Source: an optimization exercise on an open RTL-to-GDS flow (aim: small area). Production flows keep margins and buffers that such runs may drop.
No functional check of the RTL was part of this run.
No activity file was given, so power comes from the tool's default toggle rates.

==> design.v <==
module ahb_pwm(
    input              I_ahb_clk,
    input              I_rst,
    input   [1:0]      I_ahb_htrans,
    input              I_ahb_hwrite,
    input   [31:0]     I_ahb_haddr,        
    input   [2:0]      I_ahb_hsize,
    input   [2:0]      I_ahb_hburst,
    input   [3:0]      I_ahb_hprot,
    input              I_ahb_hmastlock,
    input   [31:0]     I_ahb_hwdata,       
    output  reg [31:0] O_ahb_hrdata,       
    output  wire[1:0]  O_ahb_hresp,
    output  reg        O_ahb_hready,
    output  [7:0]  	   pwmo
);
    reg        S_ahb_wr_trig;
    reg        S_ahb_wr_trig_1d;
    reg[7:0]   S_ahb_wr_addr;
    reg[31:0]  S_ahb_wr_data;
    reg        S_ahb_rd_trig;
    reg        S_ahb_rd_trig_1d;
    reg[7:0]   S_ahb_rd_addr;
reg [31:00] clkdiv;
reg [15:00] period0;
reg [15:00] period1;
reg [15:00] period2;
reg [15:00] period3;
reg [15:00] period4;
reg [15:00] period5;
reg [15:00] period6;
reg [15:00] period7;
reg [15:00] duty0;
reg [15:00] duty1;
reg [15:00] duty2;
reg [15:00] duty3;
reg [15:00] duty4;
reg [15:00] duty5;
reg [15:00] duty6;
reg [15:00] duty7;
reg [7:0]	en;
    always @(posedge I_ahb_clk or posedge I_rst) begin
        if(I_rst)
            O_ahb_hready <= 1'b1;
        else
            if(I_ahb_htrans == 2'b10)
                O_ahb_hready <= 1'b0;
            else if(S_ahb_wr_trig_1d || S_ahb_rd_trig_1d)
                O_ahb_hready <= 1'b1;
            else
                O_ahb_hready <= O_ahb_hready;
    end
    always @(posedge I_ahb_clk or posedge I_rst) begin
        if(I_rst)
            S_ahb_wr_trig <= 1'b0;
        else
            if(I_ahb_htrans == 2'b10 && I_ahb_hwrite)
                S_ahb_wr_trig <= 1'b1;
            else
                S_ahb_wr_trig <= 1'b0;
    end
    always @(posedge I_ahb_clk) begin
        S_ahb_wr_trig_1d <= S_ahb_wr_trig;
    end
    always @(posedge I_ahb_clk or posedge I_rst) begin
        if(I_rst)
            S_ahb_wr_addr <= 'd0;
        else
            if(S_ahb_wr_trig)
                S_ahb_wr_addr <= I_ahb_haddr[7:0];
            else
                S_ahb_wr_addr <= S_ahb_wr_addr;
    end
    always @(posedge I_ahb_clk or posedge I_rst) begin
        if(I_rst)
            S_ahb_wr_data <= 'd0;
        else
            if(S_ahb_wr_trig)
                S_ahb_wr_data <= I_ahb_hwdata;
            else
                S_ahb_wr_data <= S_ahb_wr_data;
    end
    always @(posedge I_ahb_clk or posedge I_rst) begin
        if(I_rst)
            begin
                en  		<= 'd0;
                clkdiv		<= 'd0;     	
                period0 	<= 'd0;   
                period1  	<= 'd0;   
                period2  	<= 'd0;   
                period3  	<= 'd0;   
                period4  	<= 'd0;
                period5  	<= 'd0;   
                period6  	<= 'd0;   
                period7  	<= 'd0;   
				duty0  		<= 'd0;      	
				duty1  		<= 'd0;      	
				duty2 		<= 'd0;     	
                duty3 		<= 'd0;     	
                duty4 		<= 'd0;     	
                duty5 		<= 'd0;     	
                duty6 		<= 'd0;     	
                duty7 		<= 'd0;     	
            end
        else
            begin
                if(S_ahb_wr_trig_1d)
                    begin
                        case(S_ahb_wr_addr[7:0])
                            8'h00:  en  	  <= S_ahb_wr_data;  
                            8'h04:  clkdiv    <= S_ahb_wr_data;  
                            8'h08:  period0   <= S_ahb_wr_data;  
                            8'h0C:  period1   <= S_ahb_wr_data;  
                            8'h10:  period2   <= S_ahb_wr_data;  
                            8'h14:  period3   <= S_ahb_wr_data;  
                            8'h18:  period4   <= S_ahb_wr_data;  
                            8'h1C:  period5   <= S_ahb_wr_data;  
                            8'h20:  period6   <= S_ahb_wr_data;  
                            8'h24:  period7   <= S_ahb_wr_data;  
                            8'h28:  duty0  	  <= S_ahb_wr_data;  
                            8'h2C:  duty1  	  <= S_ahb_wr_data;  
                            8'h30:  duty2 	  <= S_ahb_wr_data;  
                            8'h34:  duty3 	  <= S_ahb_wr_data;  
                            8'h38:  duty4 	  <= S_ahb_wr_data;  
                            8'h3c:  duty5 	  <= S_ahb_wr_data;
                            8'h40:  duty6 	  <= S_ahb_wr_data; 
                            8'h44:  duty7 	  <= S_ahb_wr_data;
                        endcase
                    end
                else
                    begin
                        en  	 <= en  	;
                        clkdiv   <= clkdiv  ;
                        period0  <= period0 ;
                        period1  <= period1 ;
                        period2  <= period2 ;
                        period3  <= period3 ;
                        period4  <= period4 ;
                        period5  <= period5 ;
                        period6  <= period6 ;
                        period7  <= period7 ;
                        duty0  	 <= duty0  	;
                        duty1  	 <= duty1  	;
                        duty2 	 <= duty2 	;
                        duty3 	 <= duty3 	;
                        duty4 	 <= duty4 	;
                        duty5 	 <= duty5 	;
                        duty6 	 <= duty6 	;
                        duty7 	 <= duty7 	;
                    end
            end
    end
    always @(posedge I_ahb_clk or posedge I_rst) begin
        if(I_rst)
            S_ahb_rd_trig <= 1'b0;
        else
            if(I_ahb_htrans == 2'b10 && (!I_ahb_hwrite))
                S_ahb_rd_trig <= 1'b1;
            else
                S_ahb_rd_trig <= 1'b0;
    end
    always @(posedge I_ahb_clk) begin
        S_ahb_rd_trig_1d <= S_ahb_rd_trig;
    end
    always @(posedge I_ahb_clk or posedge I_rst) begin
        if(I_rst)
            S_ahb_rd_addr <= 'd0;
        else
            if(S_ahb_rd_trig)
                S_ahb_rd_addr <= I_ahb_haddr[7:0];
            else
                S_ahb_rd_addr <= S_ahb_rd_addr;
    end
    always @(posedge I_ahb_clk or posedge I_rst) begin
        if(I_rst)
            O_ahb_hrdata <= 'd0;
        else
            begin
                if(S_ahb_rd_trig_1d)
                    begin
                        case(S_ahb_rd_addr[7:0])
                            8'h00: O_ahb_hrdata  <=en  	    ;
                            8'h04: O_ahb_hrdata  <=clkdiv   ;
                            8'h08: O_ahb_hrdata  <=period0  ;
                            8'h0C: O_ahb_hrdata  <=period1  ;
                            8'h10: O_ahb_hrdata  <=period2  ;
                            8'h14: O_ahb_hrdata  <=period3  ;
                            8'h18: O_ahb_hrdata  <=period4  ;
                            8'h1C: O_ahb_hrdata  <=period5  ;
                            8'h20: O_ahb_hrdata  <=period6  ;
                            8'h24: O_ahb_hrdata  <=period7  ;
                            8'h28: O_ahb_hrdata  <=duty0    ;  
                            8'h2C: O_ahb_hrdata  <=duty1    ;  
                            8'h30: O_ahb_hrdata  <=duty2    ;  
                            8'h34: O_ahb_hrdata  <=duty3    ;  
                            8'h38: O_ahb_hrdata  <=duty4    ;  
                            8'h3c: O_ahb_hrdata  <=duty5    ;
                            8'h40: O_ahb_hrdata  <=duty6    ;
                            8'h44: O_ahb_hrdata  <=duty7    ; 
                        endcase
                    end
                else
                    O_ahb_hrdata <= O_ahb_hrdata;
            end
    end
    assign O_ahb_hresp = 2'b00;
counter pwm0(.clk(I_ahb_clk), .rst(I_rst), .clkdiv(clkdiv[3:0]  ), .period(period0), .duty(duty0), .state(pwmo[0]), .en(en[0]));
counter pwm1(.clk(I_ahb_clk), .rst(I_rst), .clkdiv(clkdiv[7:4]  ), .period(period1), .duty(duty1), .state(pwmo[1]), .en(en[1]));
counter pwm2(.clk(I_ahb_clk), .rst(I_rst), .clkdiv(clkdiv[11:8] ), .period(period2), .duty(duty2), .state(pwmo[2]), .en(en[2]));
counter pwm3(.clk(I_ahb_clk), .rst(I_rst), .clkdiv(clkdiv[15:12]), .period(period3), .duty(duty3), .state(pwmo[3]), .en(en[3]));
counter pwm4(.clk(I_ahb_clk), .rst(I_rst), .clkdiv(clkdiv[19:16]), .period(period4), .duty(duty4), .state(pwmo[4]), .en(en[4]));
counter pwm5(.clk(I_ahb_clk), .rst(I_rst), .clkdiv(clkdiv[23:20]), .period(period5), .duty(duty5), .state(pwmo[5]), .en(en[5]));
counter pwm6(.clk(I_ahb_clk), .rst(I_rst), .clkdiv(clkdiv[27:24]), .period(period6), .duty(duty6), .state(pwmo[6]), .en(en[6]));
counter pwm7(.clk(I_ahb_clk), .rst(I_rst), .clkdiv(clkdiv[31:28]), .period(period7), .duty(duty7), .state(pwmo[7]), .en(en[7]));
endmodule
module counter(
    input clk,
    input rst,
    input [3:0] clkdiv,
    input en,
    input [15:0] period,
    input [15:0] duty,
    output reg   state
    ); 
reg [4:0] contclk;
reg [16:0] contper;
wire clk_div_tick = (contclk == clkdiv);
	always @(posedge clk or posedge rst) begin
		if(rst)
			contclk <= 0;
		else if(en == 1)begin
			if (clk_div_tick) begin   
                contclk <= 0;
            end else begin 
                contclk <= contclk+1;
                end
		end
	end
	always @(posedge clk or posedge rst) begin
		if(rst)
			contper <= 0;
		else if(en == 1 && clk_div_tick)begin
			if(contper >= period-1) begin
				contper <= 0;
			end else begin
				contper <= contper + 1;
			end
		end
	end
	always @(posedge clk or posedge rst) begin
		if(rst)
			state <= 0;
		else if(en == 1 && clk_div_tick)begin
			if(contper <= duty-1)begin
				state <= 1;
			end else begin
				state <= 0;
			end
		end
	end
endmodule
==> run.sh <==
#!/bin/bash
# synth_recipe.tcl (not shown) runs the flow's synth.tcl, then flattens the netlist and writes it again
# the make line also repeats each setting of config.mk as NAME=value (left out here)
make -C /OpenROAD-flow-scripts/flow DESIGN_CONFIG=/design/flow/config.mk WORK_HOME=/design/flow/orfs CLKGATE_MAP_FILE= SYNTH_SCRIPT=/design/flow/synth_recipe.tcl finish
==> config.mk <==
export PLATFORM = sky130hd
export DESIGN_NAME = ahb_pwm
export DESIGN_NICKNAME = ahb_pwm
export VERILOG_FILES = /design/flow/design.v
export SDC_FILE = /design/flow/constraint.sdc
export NUM_CORES = 4
export LEC_CHECK = 0
export CAP_MARGIN = 20
export CORE_MARGIN = 2
export CORE_UTILIZATION = 40
export PLACE_DENSITY = 0.6
export SLEW_MARGIN = 20
==> constraint.sdc <==
create_clock -name core_clock -period 5.0 [get_ports {I_ahb_clk}]
set_input_delay 1.0000 -clock core_clock [delete_from_list [all_inputs] [get_ports {I_ahb_clk}]]
set_output_delay 1.0000 -clock core_clock [all_outputs]
set_load 0.01 [all_outputs]
==> run notes <==
-- logic make-up (layout without fill, tap and decap cells) --
logic type,Yosys count,after routing
xor+xnor,344,344
simple gates,1205,1205
compound gates,541,541
flops,565,565
mux,427,427
fa+ha+maj,288,288
other cells,1,2
buf+inv,246,356
-- power groups by stage --
stage | clock (mW) | combinational (mW) | sequential, mW
final | 5.09 | 4.22 | 5.66
after global routing | 5.36 | 4.76 | 5.71
after CTS | 5.20 | 4.22 | 5.64
after global placement | 0 | 4.12 | 5.71
after floorplan | 0 | 3.21 | 5.31
after detailed placement | 0 | 4.20 | 5.73
-- Yosys cell counts (17+ instances only) --
master | instances | area, sq um
dfrtp_1 | 562 | 14100
mux2_2 | 362 | 4080
nand2_1 | 291 | 1090
ha_1 | 288 | 3600
nor2_1 | 274 | 1030
xnor2_1 | 210 | 1840
o21ai_0 | 142 | 711
xor2_1 | 134 | 1170
a21oi_1 | 120 | 601
nor3_1 | 113 | 566
clkbuf_1 | 106 | 398
nand3_1 | 106 | 531
inv_1 | 91 | 342
nand4_1 | 76 | 475
nor4_1 | 73 | 457
mux2i_1 | 61 | 611
and3_1 | 49 | 307
a22oi_1 | 43 | 323
nor2b_1 | 38 | 238
a21o_1 | 35 | 263
o22ai_1 | 32 | 200
nand2b_1 | 26 | 163
nand3b_1 | 25 | 188
or3_1 | 23 | 144
and2_1 | 22 | 138
a31oi_1 | 20 | 125
buf_2 | 20 | 100
or4_1 | 20 | 150
a211oi_1 | 19 | 143
buf_1 | 17 | 63.8
-- sequential cells by signal, summed over array words and instances (netlist names), 17 cells and up --
signal	cells
O_ahb_hrdata	32
S_ahb_wr_data	32
pwm7.contper	17
pwm4.contper	17
pwm6.contper	17
pwm2.contper	17
pwm5.contper	17
pwm3.contper	17
pwm0.contper	17
clkdiv	32
pwm1.contper	17
-- critical path: stages, from the launching register on --
cell and delay, ps:
dfrtp_1 470, nor4_1 620, nand2_1 210, nor3b_1 440
nand2_1 120, xor2_1 170, ha_1 300, and4_1 270
and2_1 150, o311a_1 200, o31ai_1 140, nor2_1 630
o22ai_1 190
-- final cells by class --
type	instances	area, sq um	share of cell area (%)
clock buffers	94	1990	4.90
inverters	91	345	0.850
clock inverters	26	317	0.779
repair buffers	145	1340	3.30
multi-input cells	2807	21000	51.8
flip-flops and latches	565	14100	34.8
well taps	1176	1470	3.62
-- layer usage --
layer	wire length (um)	up-vias
met5	8	-
met4	4730	2
met3	6780	203
met2	51900	848
met1	52800	14200
li1	-	13300
-- worst paths after layout --
kind / start / endpoint / slack [ps] / depth (start not counted)
setup / recovery: period6[4] / pwm6.contper[2] / 950 / 12
hold / removal: O_ahb_hrdata[16] / O_ahb_hrdata[16] / 480 / 2
setup reg to reg: period6[4] / pwm6.contper[2] / 950 / 12
hold reg to reg: O_ahb_hrdata[16] / O_ahb_hrdata[16] / 480 / 2
max in group asynchronous: I_rst / pwm0.contper[16] / 2990 / 3
min in group asynchronous: I_rst / duty4[10] / 870 / 2
==> qor.txt <==
outcome: no timing/DRC/antenna violations
H-tree depth: 3
routability cong.: 1.03
die width: 304 um
Routed WL per cell: 23.7 um
PostCTS Resize Cnt: 0
Synth Area in Adders: 9.98%
TritonCTS buffer count: 69
Post-Syn Instances: 3,617
CTS Buffer Depth: 3
Layout Skew: 38.9 ps
Hold WS: 484 ps
Slew @ Worst Pin: 1180 ps
final core occ: 45.3%
Synth Area in XOR/XNOR: 8.34%
syn avg cell area: 9.98 sq um
core box area: 89,700 sq um
FFs w/ async S/R, synth: 99.6%
highest clock rate: 0.247 GHz
routing usage on met3: 3.42%
NetSw: 5.26 mW
number of distinct library cells after synthesis: 88
# DRC: 0
Final Slew Violations: 0
most frequent cells in the layout: 556 x dfrtp_1, 362 x mux2_2, 291 x nand2_1
Synth Area in Simple Gates: 16.9%
Final Hold Fails: 0
final std cells w/o fill: 4,904
IO Port Bufs: 85
first-pass GRT wire length: 176 mm
PD cells: 368 nW/um^2
cell-internal power: 9.72 mW
Syn Std Cell Area: 36,100 sq um
sequential share of power: 37.8%
total wire length: 116 mm
worst skew pair latency: 660 ps
GR Overflow Total: 0
# Post-CTS Setup Buffers: 0
CP Class: register to register
GR peak layer: met2
max cap viols: 0
Clk network pwr share: 34.0%
Area after DPL: 38,300 sq um
Root Buffer: clkbuf_16
predominant post-synthesis flop cell: dfrtp_1
largest family of logic cells by synthesized area: simple AND/OR/NAND/NOR gates
max_slew headroom: 21.3%
die area: 92,700 sq um
Crit Path Max Fanout: 12
Die Y: 304 um
M2 GR Usage: 38.7%
Setup TNS Final: 0 ps
Worst Setup End Kind: register
DRT Pass-1 Iters: 7
switching fraction of total power: 35.1%
GRT Resource Usage Total: 24.9%
Detail Route Antenna Nets: 0
RSZ-0062 raised after global routing: no
vias in the first global route: 27,700
antenna violations before repair: 1
fraction of layout cells with a size suffix above 1: 15.4%
Final Cycle Share: 80.9%
Compound-Gate Fraction of Synth Area: 9.61%
n_diodes: 0
filler instances: 8,582
largest net degree at the start of global routing: 124
met1 usage: 34.9%
CTS Hold Buffers Added: 0
Post-synth EDFFs: 0
post-layout min period: 4050 ps
Initial Utilization: 40.2%
Peak supply drop: 261 uV
post-DP HPWL: 86.4 mm
CTS tree: built
# rows: 110
Synth Register Bits: 565
Hold Crit Class: register to register
post-synthesis sequential area ratio: 39.1%
I/O pin cnt: 123
combinational share of power: 28.2%
CTS Sinks: 565
commonest non-fill, non-tap cell in the layout: dfrtp_1
Placement Setup Slack: 998 ps
Placed Cells: 4,783
mux cell area share after synthesis: 13.2%
Synthesis Warnings: 2
clock slew at reported path FFs: 60 ps
Area Growth Syn to Fin: 12.6%
design area: 40,600 sq um
vias per cell: 5.83
nets: 4,047
Worst Setup Slack, final: 954 ps
WP data required: 5480 ps
Tot Pwr: 15.0 mW
# setup viols final: 0
Leak: 19.8 nW
First DRT Iteration DRCs: 2,310
total number of vias: 28,600
arrival time at the worst endpoint: 4520 ps
crit start category: register

[re-timing with driven ports]
In the flow no input, the clock included, has a driving cell. The finished layout below was timed again as built, in two steps.
Step 1 (the two cells are an assumption about what drives the block):
set clk [get_ports {I_ahb_clk}]
set_driving_cell -lib_cell sky130_fd_sc_hd__clkbuf_16 $clk
set_driving_cell -lib_cell sky130_fd_sc_hd__buf_2 [delete_from_list [all_inputs] $clk]
Step 2 also shifts input and output timing later by t, the mid clock arrival at the registers, as if the neighbouring blocks saw the same clock.
a / b / c = ideal ports / drivers / drivers and shift; a / b = the first two.
t, ns: 0.707
slack for setup (ns): 0.954 / 0.954 / 0.954
hold slack, ns: 0.484 / 0.484 / 0.484
worst setup path after step 2: register to register
cell pins on the clock port's net: 1
After both steps this run still meets setup and hold. The setup slack of this run moves by 0.000 ns with the drivers and by 0.000 ns with both steps.
